This is an optimization exercise on Yosys and OpenROAD, whose aim is small area, not a production implementation. Function was checked by simulation only, so behaviour that the tests miss may differ from the original.

## old
## top
module top (
    input  logic              		clk,
    input  logic              		rst_n,
    input  logic              		valid_in_dac,    
    input  logic signed [15 : 0]    audio_in,        
    input  logic              		valid_in_adc,    
    input  logic              		sdm_in,          
    output logic              		valid_out_dac,
    output logic              		sdm_out,
    output logic              		valid_out_adc,
    output logic signed [15 : 0]    audio_out
);
For scale: about 760 cells after synthesis, about 40 I/O pins.
Settings: LEC_CHECK=0, CAP_MARGIN=20, CORE_MARGIN=2, CORE_UTILIZATION=40, CTS_BUF_LIST=sky130_fd_sc_hd__clkbuf_8, SLEW_MARGIN=20; clock period 20.0 ns.
standard.sh (not shown) runs the stock make flow with config.mk's settings and CLKGATE_MAP_FILE= SYNTH_SCRIPT=/design/flow/synth_recipe.tcl, a recipe that flattens the netlist after the stock synthesis.
==> flow/flow/run.sh <==
#!/bin/bash
# The standard layout with two changes: the port buffers are the smallest
# buffer cell, and clock tree synthesis adds no dummy loads. Each tool's full
# output stays in ORFS's own logs; make's output goes to standard.log here.
set -euo pipefail
export BUFFER_PORTS_ARGS="-buffer_cell sky130_fd_sc_hd__buf_1"
export CTS_ARGS="-sink_clustering_enable -repair_clock_nets -buf_list sky130_fd_sc_hd__clkbuf_8 -dont_use_dummy_load"
bash standard.sh > standard.log 2>&1
old closes out successfully: all stages finished, all timing, DRC and antenna checks passed.
Inputs modified between old and new:
diff --git a/flow/design.v b/flow/design.v
--- a/flow/design.v
+++ b/flow/design.v
@@ -227,17 +227,16 @@
             wp      <= '0;
             wrapped <= 1'b0;
             v1      <= 1'b0;
             v2      <= 1'b0;
             ph      <= '0;
             px      <= 1'b0;
             py      <= 1'b0;
             st      <= IDLE;
-            s0      <= 1'b0;
             clr     <= 1'b1;
         end else begin
             ph <= ph_n;
             v1 <= take;
             v2 <= v1;
             wp <= wp_n;
             if (take) begin
                 hold    <= blk;
@@ -245,21 +244,22 @@
             end
             if (ph == 4'd15) clr <= 1'b0;
             if (take)     px <= (wp[1:0] == 2'd0) | (wp[1:0] == 2'd1);
             else if (x_b) px <= 1'b0;
             if (take)     py <= (wp[1:0] == 2'd0) | (wp[1:0] == 2'd1);
             else if (y_b) py <= 1'b0;
             if (v2 & (wp[1:0] == 2'd0)) st <= WAIT;
             else if (ph[2:0] == 3'd7 && (st == WAIT || ph[3] != s0)) begin
-                s0 <= ph_n[3];
                 st <= (st == WAIT) ? SW1 : (st == SW1) ? SW2 : IDLE;
             end
         end
     end
+    always_ff @(posedge clk)
+        if (ph[2:0] == 3'd7 && st == WAIT) s0 <= ph_n[3];
     always_ff @(posedge clk) begin
         ring[74:0]  <= ring[79:5];
         ring[79:75] <= (clr | (ph == wp)) ? hold : ring[4:0];
     end
     logic [14:0] c;
     logic        cneg;
     always_comb begin
         case (k)
@@ -294,22 +294,22 @@
     logic [15:0] m, t;
     logic [16:0] ap;
     logic [14:0] m3, t3;
     logic [15:0] a3;
     logic [18:0] pp;         
     assign m  = two ? {c, 1'b0} : one ? {1'b0, c} : 16'd0;
     assign t  = m ^ {16{neg}};
     assign ap = {en & ~neg, t};
-    assign pp = isy ? {2'b00, ap} : {ap, 2'b00};
+    assign pp = isy ? {2'b00, ap} : {ap, a3[13:12]};
     assign m3 = one3 ? c : 15'd0;
     assign t3 = m3 ^ {15{neg3}};
     assign a3 = {enx & ~neg3, t3};
     logic [31:0] sum, kload;
-    fir_sum add (.acc(acc), .a3(a3), .pp(pp), .neg12(neg & isy), .neg14(neg & ~isy),
+    fir_sum add (.acc(acc), .a3({a3[15:14], 2'b00, a3[11:0]}), .pp(pp), .neg12(neg & isy), .neg14(neg & ~isy),
                  .neg3(neg3), .sum(sum));
     localparam logic [31:0] KSTEP  = 32'h40000000 + 32'h10000000 + 32'h00008000;
     localparam logic [31:0] KBASE  = 32'd0 - 32'd15 * KSTEP;
     localparam logic [31:0] KFIRST = 32'd0 - 32'd3 * KSTEP + 32'd692 * 2048;
     assign kload = clr ? KFIRST :
                    KBASE + (wrapped ? 32'd0 : (wp[3] ^ wp[2]) ? 32'd5177 * 2048 : 32'd692 * 2048);
     always_ff @(posedge clk) begin
         if (load) acc[15:0] <= kload[15:0];
@@ -469,25 +469,25 @@
   assign e_c10 = (acc[9] | a3[9]) & (acc[9] | e_c9) & (a3[9] | e_c9);
   assign sum[9] = e_s10;
   assign e_s11 = acc[10] ^ a3[10] ^ e_c10;
   assign e_c11 = (acc[10] | a3[10]) & (acc[10] | e_c10) & (a3[10] | e_c10);
   assign sum[10] = e_s11;
   assign e_s12 = acc[11] ^ a3[11] ^ e_c11;
   assign e_c12 = (acc[11] | a3[11]) & (acc[11] | e_c11) & (a3[11] | e_c11);
   assign sum[11] = e_s12;
-  assign e_s13 = acc[12] ^ a3[12] ^ pp[0];
-  assign e_c13 = (acc[12] | a3[12]) & (acc[12] | pp[0]) & (a3[12] | pp[0]);
-  assign e_s14 = neg12 ^ e_c12 ^ e_s13;
-  assign e_c14 = (neg12 | e_c12) & (neg12 | e_s13) & (e_c12 | e_s13);
+  assign e_s13 = acc[12] ^ pp[0] ^ neg12;
+  assign e_c13 = (acc[12] | pp[0]) & (acc[12] | neg12) & (pp[0] | neg12);
+  assign e_s14 = e_c12 ^ e_s13;
+  assign e_c14 = e_c12 & e_s13;
   assign sum[12] = e_s14;
-  assign e_s15 = acc[13] ^ a3[13] ^ pp[1];
-  assign e_c15 = (acc[13] | a3[13]) & (acc[13] | pp[1]) & (a3[13] | pp[1]);
-  assign e_s16 = e_c13 ^ e_c14 ^ e_s15;
-  assign e_c16 = (e_c13 | e_c14) & (e_c13 | e_s15) & (e_c14 | e_s15);
+  assign e_s15 = acc[13] ^ pp[1] ^ e_c13;
+  assign e_c15 = (acc[13] | pp[1]) & (acc[13] | e_c13) & (pp[1] | e_c13);
+  assign e_s16 = e_c14 ^ e_s15;
+  assign e_c16 = e_c14 & e_s15;
   assign sum[13] = e_s16;
   assign e_s17 = acc[14] ^ a3[14] ^ pp[2];
   assign e_c17 = (acc[14] | a3[14]) & (acc[14] | pp[2]) & (a3[14] | pp[2]);
   assign e_s18 = neg14 ^ e_c15 ^ e_c16;
   assign e_c18 = (neg14 | e_c15) & (neg14 | e_c16) & (e_c15 | e_c16);
   assign e_s19 = e_s17 ^ e_s18;
   assign e_c19 = e_s17 & e_s18;
   assign sum[14] = e_s19;
## What came out
- Comparing old and new, the higher routed wire length per instance was measured on new.
- Register clock-pin slew on the reported worst setup and hold paths of new is on par with old.
- On final design utilization, old and new are neck and neck.
- Per the comparison of new with old, die area now larger.
- Delta(slack of the critical path, new - old) > 0
- Re via count: old was lower than new.
- Looking at old and new, the starting density of the core is a wash.
- On wire length, the lower figure sits with old, not new.
- Taking old as the reference, in new final-layout fill cell count now larger, area share of and/or/nand/nor cells after synthesis -0.44 points.

Setup of v7:
Another version of the RTL of top (not shown whole).
Size in the first run: ~40 I/O pins, about 8300 um^2 of cells after synthesis.
==> module fir_decimator, before the edit <==
module fir_decimator (
    input  logic               clk,
    input  logic               rst_n,
    input  logic               take,
    input  logic [4:0]         blk,
    output logic               valid_out,
    output logic signed [15:0] data_out
);
    logic [4:0]  hold;       
    logic [3:0]  wp;         
    logic        wrapped;    
    logic        v1, v2;     
    logic [3:0]  ph;         
    logic        px, py;     
    logic [1:0]  st;         
    logic        s0;         
    logic        clr;        
    logic [79:0] ring;       
    logic [31:0] acc;
    localparam logic [1:0] IDLE = 2'd0, WAIT = 2'd1, SW1 = 2'd2, SW2 = 2'd3;
    logic [3:0]  n, ph_n, wp_n, kc, k;
    logic        late, run, elig, x_a, y_a, x_b, y_b, use_ring, en, isy, load, f;
    logic [4:0]  o;
    inc4 iph (.x(ph), .ci(1'b1), .y(ph_n));
    inc4 iwp (.x(wp), .ci(take), .y(wp_n));
    assign n    = {wp[3:2], 2'b11};
    assign late = v1 | v2;
    assign run  = st[1];
    sub4 skc (.x(n), .y(ph), .d(kc));
    assign elig = run & (kc != 4'd1) & (kc != 4'd2) & (kc != 4'd3) & (kc != 4'd13);
    assign x_a  = v1 & (wp[1:0] == 2'd3);
    assign y_a  = v2 & (wp[1:0] == 2'd3);
    assign x_b  = px & (ph == wp);
    assign y_b  = py & (ph_n == wp);
    assign use_ring = elig;
    assign isy  = use_ring ? st[0] : (y_a | y_b);
    assign en   = elig | x_a | y_a | x_b | y_b;
    assign k    = use_ring ? kc : {2'b00, ~wp[1:0]};
    assign o    = use_ring ? ring[4:0] : hold;
    assign f    = (use_ring ? (ph == 4'd1) : (wp == 4'd1)) & ~wrapped;
    assign load = clr | (v2 & (wp[1:0] == 2'd0));
    always_ff @(posedge clk or negedge rst_n) begin
        if (!rst_n) begin
            hold    <= '0;
            wp      <= '0;
            wrapped <= 1'b0;
            v1      <= 1'b0;
            v2      <= 1'b0;
            ph      <= '0;
            px      <= 1'b0;
            py      <= 1'b0;
            st      <= IDLE;
            s0      <= 1'b0;
            clr     <= 1'b1;
        end else begin
            ph <= ph_n;
            v1 <= take;
            v2 <= v1;
            wp <= wp_n;
            if (take) begin
                hold    <= blk;
                if (wp == 4'd15) wrapped <= 1'b1;
            end
            if (ph == 4'd15) clr <= 1'b0;
            if (take)     px <= (wp[1:0] == 2'd0) | (wp[1:0] == 2'd1);
            else if (x_b) px <= 1'b0;
            if (take)     py <= (wp[1:0] == 2'd0) | (wp[1:0] == 2'd1);
            else if (y_b) py <= 1'b0;
            if (v2 & (wp[1:0] == 2'd0)) st <= WAIT;
            else if (ph[2:0] == 3'd7 && (st == WAIT || ph[3] != s0)) begin
                s0 <= ph_n[3];
                st <= (st == WAIT) ? SW1 : (st == SW1) ? SW2 : IDLE;
            end
        end
    end
    always_ff @(posedge clk) begin
        ring[74:0]  <= ring[79:5];
        ring[79:75] <= (clr | (ph == wp)) ? hold : ring[4:0];
    end
    logic [14:0] c;
    logic        cneg;
    always_comb begin
        case (k)
            4'd0, 4'd1, 4'd15: c = (k == 4'd0) ? 15'd119 : 15'd197;
            4'd2, 4'd14:       c = 15'd692;
            4'd4, 4'd12:       c = 15'd2613;
            4'd5, 4'd11:       c = 15'd2855;
            4'd6, 4'd10:       c = 15'd5177;
            4'd7, 4'd9:        c = 15'd18681;
            4'd8:              c = 15'd25580;
            default:           c = 15'd0;
        endcase
        cneg = (k == 4'd0) | (k == 4'd4) | (k == 4'd5) | (k == 4'd11) | (k == 4'd12);
    end
    logic [2:0] d1;
    logic       neg, two, one, neg3, one3, enx, e_neg;
    assign d1  = o[4:2] + {2'b00, o[1]};
    assign neg = en & ((isy ? o[1] : d1[2]) ^ cneg);
    assign two = en & (isy ? (o[1] & ~o[0]) : ((d1 == 3'd2) | (d1 == 3'b110)));
    assign one = en & (isy ? o[0] : d1[0]);
    assign enx = en & ~isy;
    always_comb begin
        if (f) begin
            one3  = enx & ~o[4];
            e_neg = 1'b1;
        end else begin
            one3  = enx & ((~o[4] & (o != 5'd0)) | (o == 5'b11000));
            e_neg = ~o[4];
        end
    end
    assign neg3 = one3 & (e_neg ^ cneg);
    logic [15:0] m, t;
    logic [16:0] ap;
    logic [14:0] m3, t3;
    logic [15:0] a3;
    logic [18:0] pp;         
    assign m  = two ? {c, 1'b0} : one ? {1'b0, c} : 16'd0;
    assign t  = m ^ {16{neg}};
    assign ap = {en & ~neg, t};
    assign pp = isy ? {2'b00, ap} : {ap, a3[13:12]};
    assign m3 = one3 ? c : 15'd0;
    assign t3 = m3 ^ {15{neg3}};
    assign a3 = {enx & ~neg3, t3};
    logic [31:0] sum, kload;
    fir_sum add (.acc(acc), .a3({a3[15:14], 2'b00, a3[11:0]}), .pp(pp), .neg12(neg & isy), .neg14(neg & ~isy),
                 .neg3(neg3), .sum(sum));
    localparam logic [31:0] KSTEP  = 32'h40000000 + 32'h10000000 + 32'h00008000;
    localparam logic [31:0] KBASE  = 32'd0 - 32'd15 * KSTEP;
    localparam logic [31:0] KFIRST = 32'd0 - 32'd3 * KSTEP + 32'd692 * 2048;
    assign kload = clr ? KFIRST :
                   KBASE + (wrapped ? 32'd0 : (wp[3] ^ wp[2]) ? 32'd5177 * 2048 : 32'd692 * 2048);
    always_ff @(posedge clk) begin
        if (load) acc[15:0] <= kload[15:0];
        else      acc[15:0] <= sum[15:0];
    end
    always_ff @(posedge clk or negedge rst_n) begin
        if (!rst_n)    acc[31:16] <= '0;
        else if (load) acc[31:16] <= kload[31:16];
        else           acc[31:16] <= sum[31:16];
    end
    assign valid_out = late ? (wp[1:0] == 2'd0) : (wp[1:0] == 2'd3);
    assign data_out  = acc[31:16];
endmodule
Settings: LEC_CHECK=0, ABC_AREA=1, CAP_MARGIN=20, CORE_MARGIN=2, CORE_UTILIZATION=40, CTS_BUF_LIST=sky130_fd_sc_hd__clkbuf_8, SLEW_MARGIN=20; clock period 20.0 ns.
==> flow/flow/run.sh <==
#!/bin/bash
# The standard layout with these changes: the port buffers are the
# smallest buffer cell, clock tree synthesis adds no dummy loads, and after
# floorplanning OpenROAD's restructure re-maps the combinational logic for
# area (flow/restructure.tcl). Logs here: standard.log (make), filter_lib.log,
# restructure_abc.log; ORFS's own logs are under orfs/logs.
set -euo pipefail
export RUN_DIR="$PWD"
export BUFFER_PORTS_ARGS="-buffer_cell sky130_fd_sc_hd__buf_1"
export POST_FLOORPLAN_TCL="$PWD/flow/restructure.tcl"
export CTS_ARGS="-sink_clustering_enable -repair_clock_nets -buf_list sky130_fd_sc_hd__clkbuf_8 -dont_use_dummy_load"
bash standard.sh > standard.log 2>&1
==> flow/flow/filter_lib.py <==
"""Write a copy of the platform's liberty without the cells the platform marks
don't-use, for the logic restructuring step (which reads a liberty file itself)."""
import sys, re
src, dst = sys.argv[1], sys.argv[2]
dont = set(sys.argv[3].split())
text = open(src).read()
out, i, dropped = [], 0, 0


pos = 0
pat = re.compile(r'\n(\s*)cell\s*\(\s*"?(\w+)"?\s*\)\s*\{')
while True:
    m = pat.search(text, pos)
    if not m:
        out.append(text[pos:])
        break
    # find the end of this cell group by brace counting
    depth, j = 1, m.end()
    while depth:
        c = text[j]
        if c == '{':
            depth += 1
        elif c == '}':
            depth -= 1
        j += 1
    if m.group(2) in dont:
        out.append(text[pos:m.start()])
        dropped += 1
    else:
        out.append(text[pos:j])
    pos = j
open(dst, 'w').write(''.join(out))
print(f"dropped {dropped} cells")
==> flow/flow/restructure.tcl <==
# Area recovery on the combinational logic between registers (registers and
# ports untouched), mapped onto the platform's cells minus its don't-use list.
set rmp_dir $::env(RESULTS_DIR)/rmp
file mkdir $rmp_dir
set rmp_lib $rmp_dir/rmp.lib
exec python3 [file join [file dirname [info script]] filter_lib.py] \
  [lindex $::env(LIB_FILES) 0] $rmp_lib $::env(DONT_USE_CELLS) \
  > $::env(RUN_DIR)/filter_lib.log 2>@1
restructure -target area -liberty_file $rmp_lib \
  -tielo_port sky130_fd_sc_hd__conb_1/LO -tiehi_port sky130_fd_sc_hd__conb_1/HI \
  -work_dir $rmp_dir -abc_logfile $::env(RUN_DIR)/restructure_abc.log
Setup changes, v7 to v3
--- a/flow/design.v
+++ b/flow/design.v
@@ -231,9 +231,8 @@
             ph      <= '0;
             px      <= 1'b0;
             py      <= 1'b0;
             st      <= IDLE;
-            s0      <= 1'b0;
             clr     <= 1'b1;
         end else begin
             ph <= ph_n;
             v1 <= take;
@@ -249,13 +248,14 @@
             if (take)     py <= (wp[1:0] == 2'd0) | (wp[1:0] == 2'd1);
             else if (y_b) py <= 1'b0;
             if (v2 & (wp[1:0] == 2'd0)) st <= WAIT;
             else if (ph[2:0] == 3'd7 && (st == WAIT || ph[3] != s0)) begin
-                s0 <= ph_n[3];
                 st <= (st == WAIT) ? SW1 : (st == SW1) ? SW2 : IDLE;
             end
         end
     end
+    always_ff @(posedge clk)
+        if (ph[2:0] == 3'd7 && st == WAIT) s0 <= ph_n[3];
     always_ff @(posedge clk) begin
         ring[74:0]  <= ring[79:5];
         ring[79:75] <= (clr | (ph == wp)) ? hold : ring[4:0];
     end
## What came out
- Between v7 and v3, the distinct cell type count after synthesis is lower for v7.
- Per the comparison of v3 with v7, via count dropped about 0.34%; largest net degree at the start of global routing shows a reduction of 1; setup slack dropped 0.0039 ns.
- On peak clock frequency supported by timing, v7 and v3 are basically level.
- v3 vs v7 — worst max-slew margin expressed relative to the limit dropped 4.2 points.
- Wire: v3 routes more than v7
- Going from v7 to v3, biggest cell delay along the critical path rose by 0.12 ns; number of non-filler instances in the completed layout stayed essentially flat.
- Compared to v7, v3 was floorplanned on a bigger die.
- On net count of the finished layout: v3 sits below v7.
- v3 gives less cell area than v7 did.
- As of v3, post-synthesis cell area had risen slightly compared to v7.

==> afterwards: timing with drivers on the ports <==
How much do the figures lean on ideal ports? The routed layouts below were timed once more, with nothing changed but the port constraints. Step 1 sets driving cells, clkbuf_16 on the clock port and buf_2 on the other inputs (assumed; they add their load-dependent delay and slew). Step 2 adds t to the input delays and takes it off the output delays; t is the mean of the earliest and latest rising clock arrival at the registers after step 1. Input paths then give back, and output paths get back, about the clock's delay inside the block. a / b / c = no drivers / after step 1 / after step 2; a / b = the first two.
run | shift t [ns] | setup WS [ns] | clock arrival spread, ns
old | 0.474 | 6.432 / 6.432 / 6.432 | 0.026 / 0.026
new | 0.468 | 7.232 / 7.232 / 7.232 | 0.030 / 0.030
v7 | 0.476 | 6.914 / 6.914 / 6.914 | 0.040 / 0.039
v3 | 0.463 | 6.910 / 6.910 / 6.910 | 0.040 / 0.039
After both steps every run listed still meets setup and hold.
